This design comes from an exercise in tuning for small area on the open sky130 flow, not from production work. Only simulation tests tie the RTL to the original design; equivalence was not proved. Power figures rest on the tool's default switching activity, not on a simulated workload.

run 1:
// spi_denetleyici
module spi_denetleyici (
   input clk_i,
   input rst_i,
   input  [ 7:0] wb_adr_i,
   input  [31:0] wb_dat_i,
   input         wb_we_i,
   input         wb_stb_i,
   input  [ 3:0] wb_sel_i,
   input         wb_cyc_i,
   output        wb_ack_o,
   output [31:0] wb_dat_o,
   input  [3:0] qspi_data_i,
   output [3:0] qspi_data_o,
   output [3:0] qspi_data_oe,
   output spi_cs_o,
   output spi_sck_o
);
   localparam [1:0] S_IDLE = 2'd0, S_INST = 2'd1, S_DUMMY = 2'd2, S_DATA = 2'd3;
   reg [31:0] rf0, rf1, rf2, rf3, rf4, rf5, rf6, rf7, rf8, rf9;
   reg [1:0]  state;
   reg [3:0]  word_ctr;
   reg [10:0] bit_ctr;
   reg [31:0] t_buffer;
   reg [31:0] r_buffer;
   reg        ack;
   reg        inst_flag;
   reg        clock_en;
   reg [5:0]  prescale_ctr;
   wire [7:0] instruction_value = rf0[7:0];
   wire [1:0] data_mod = rf0[9:8];
   wire write_flash = rf0[10];
   wire [4:0] dummy_cycles = rf0[15:11];
   wire [8:0] data_size = rf0[24:16];
   wire [5:0] prescale = rf0[30:25];
   wire x4 = data_mod == 2'b11;
   wire x2 = data_mod == 2'b10;
   wire x1 = ~x4 & ~x2;
   wire idle = state == S_IDLE;
   wire st_inst = state == S_INST;
   wire st_dummy = state == S_DUMMY;
   wire st_data = state == S_DATA;
   wire nrst = ~rst_i;
   assign wb_ack_o = ack | (wb_stb_i & (wb_adr_i != 8'd0));
   always @(posedge clk_i) begin
      if (rst_i) begin
         prescale_ctr <= 6'd0;
         clock_en <= 1'b0;
      end else if (prescale_ctr < prescale) begin
         clock_en <= 1'b0;
         prescale_ctr <= prescale_ctr + 6'd1;
      end else begin
         clock_en <= 1'b1;
         prescale_ctr <= 6'd0;
      end
   end
   wire lo0 = bit_ctr[2:0] == 3'd0;
   wire hi0 = bit_ctr[10:3] == 8'h00;
   wire hi1 = bit_ctr[10:3] == 8'hff;
   wire bc_zero = hi0 & lo0;
   wire bc_one = hi0 & (bit_ctr[2:0] == 3'd1);
   wire d_end = hi1 & lo0;
   wire word_end = (bit_ctr[4:3] == 2'b11) & (bit_ctr[2:0] == {x4, x2, x1});
   wire adr0 = rf1 == 32'd0;
   wire dummy0 = dummy_cycles == 5'd0;
   wire start = clock_en & idle & wb_stb_i & inst_flag;
   wire inst_tick = clock_en & st_inst;
  ...
For scale: ~1,100 cells after synthesis, roughly 410 flip-flops, roughly 96 I/O pins, roughly 17,000 um^2 of cells after synthesis.
export LEC_CHECK = 0
export CAP_MARGIN = 5
export CORE_MARGIN = 2
export CORE_UTILIZATION = 40
export CTS_BUF_LIST = sky130_fd_sc_hd__clkbuf_8
export CTS_CLUSTER_DIAMETER = 60
export CTS_CLUSTER_SIZE = 16
export SLEW_MARGIN = 5
export SYNTH_HIERARCHICAL = 1
create_clock -name core_clock -period 8.0 [get_ports {clk_i}]
standard.sh (not shown) runs the stock make flow with config.mk's settings and CLKGATE_MAP_FILE= SYNTH_SCRIPT=/design/flow/synth_recipe.tcl, a recipe that flattens the netlist after the stock synthesis.
==> flow/flow/run.sh <==
#!/bin/bash
set -e
export BUFFER_PORTS_ARGS="-buffer_cell sky130_fd_sc_hd__buf_1"
export CTS_ARGS="-sink_clustering_enable -repair_clock_nets -dont_use_dummy_load -buf_list sky130_fd_sc_hd__clkbuf_16 -sink_clustering_size 24 -sink_clustering_max_diameter 80"
bash standard.sh > standard.log 2>&1
Run 1 | status: complete | timing, DRC, antenna: pass
The inputs of run 2 differ from those of run 1 as listed below.
==> flow/run.sh (new file) <==
#!/bin/bash
# synth_recipe.tcl (not shown) runs the flow's synth.tcl, then flattens the netlist and writes it again
# the make line also repeats each setting of config.mk as NAME=value (left out here)
make -C /OpenROAD-flow-scripts/flow DESIGN_CONFIG=/design/flow/config.mk WORK_HOME=/design/flow/orfs CLKGATE_MAP_FILE= SYNTH_SCRIPT=/design/flow/synth_recipe.tcl finish
removed: flow/flow/run.sh
removed: flow/standard.sh
On run 2: share of total power in combinational logic is 0.4 points higher than what run 1 gave.
Summary of the comparison: final standard cell area without fillers is higher in run 2, relative to run 1.
Summary: highest clock frequency the design can meet, run 2 worse than run 1
Summary of run 2 over run 1: global router's overall resource usage increased 0.24 points; average detailed-routed wire length per instance decreased 1.5%; fraction of power spent switching nets increased 1.7 points; setup slack after layout decreased 0.58 ns; met1 usage decreased 0.31 points.
Comparing run 2 and run 1, the lower instance area after placement was measured on run 1.
The following lists how run 3 was set up differently from run 2:
- PLACE_DENSITY: unset -> 0.85
- CTS_CLUSTER_SIZE: 16 -> unset
- CTS_CLUSTER_DIAMETER: 60 -> unset
- CTS_BUF_LIST: sky130_fd_sc_hd__clkbuf_8 -> unset
==> flow/flow/run.sh (new file) <==
#!/bin/bash
set -e
export BUFFER_PORTS_ARGS="-buffer_cell sky130_fd_sc_hd__buf_1"
export CTS_ARGS="-sink_clustering_enable -repair_clock_nets -dont_use_dummy_load -buf_list sky130_fd_sc_hd__clkbuf_8 -sink_clustering_size 16 -sink_clustering_max_diameter 60"
bash standard.sh > standard.log 2>&1
==> flow/standard.sh (new file) <==
#!/bin/bash
# synth_recipe.tcl (not shown) runs the flow's synth.tcl, then flattens the netlist and writes it again
# the make line also repeats each setting of config.mk as NAME=value (left out here)
make -C /OpenROAD-flow-scripts/flow DESIGN_CONFIG=/design/flow/config.mk WORK_HOME=/design/flow/orfs CLKGATE_MAP_FILE= SYNTH_SCRIPT=/design/flow/synth_recipe.tcl "${@:-finish}"
removed: flow/run.sh
### Flow results
Per the comparison of run 3 with run 2, instance area after placement down about 3.4%; all-layer global routing usage down 1.4 points. | net switching share of the total power | run 3 vs run 2 | 1.3 points lower |. Per the comparison of run 3 with run 2, buffer share of cell area decreased by 3.1 points relative to the old numbers; non-clock buffer count moved down; leakage power summed over all cells went down by 0.38 nW; met1 usage in global routing down 5.2 points.
## Diff of input files: run 4 against run 3
- swapping 0.85 for 0.8 in PLACE_DENSITY
- putting GPL_TIMING_DRIVEN at 0 where nothing was set
## What came out
- Area growth from synthesis to final layout for run 4 is higher than for run 3.
- Relative to run 3, combinational power has increased by about 13% in run 4.
- The wire length of the first global-routing pass of run 4 was inferior to that of run 3.
- Comparing run 3 and run 4, total power after layout is lower on run 3.
What run 5 does differently from run 4 at the input level:
- GPL_TIMING_DRIVEN removed (was 0)
- CORE_UTILIZATION changed from 40 to 55
Findings:
As far as multiplexer share of the synthesized area goes, run 5 and run 4 are indistinguishable; the numbers are identical.
Diff run 4 -> run 5: area enclosed by the die boundary -about 27%; final non-filler cell area -about 4.6%; via count of the first global-routing pass -411; relative area change from synthesis to final layout -5.3 points.

## what the ideal ports hide
No port has a modelled driver above. Below, the same layouts with a new extraction and two added sets of constraints. Step 1 assumes that a clkbuf_16 drives the clock port and a buf_2 every other input. Step 2 moves the port delays by t, midway between the first and last clock arrival at a register: inputs arrive t later, outputs are due t later. That takes back most of the time a late clock gives input paths. a / b / c = no drivers / after step 1 / after step 2; a / b = the first two.
run | t, ns | setup WS [ns] | worst data-port slew with drivers (ns)
run 1 | 0.592 | 2.171 / 2.147 / 2.147 | 0.06
run 2 | 0.633 | 1.587 / 1.559 / 1.559 | 0.07
run 3 | 0.650 | 2.527 / 2.455 / 2.455 | 0.07
run 4 | 0.655 | 2.270 / 2.245 / 2.245 | 0.06
run 5 | 0.643 | 1.973 / 1.952 / 1.952 | 0.04
After both steps every run listed still meets setup and hold. For run 3, which loses most, drivers alone change the setup slack by -0.072 ns; drivers and shift together by -0.072 ns.
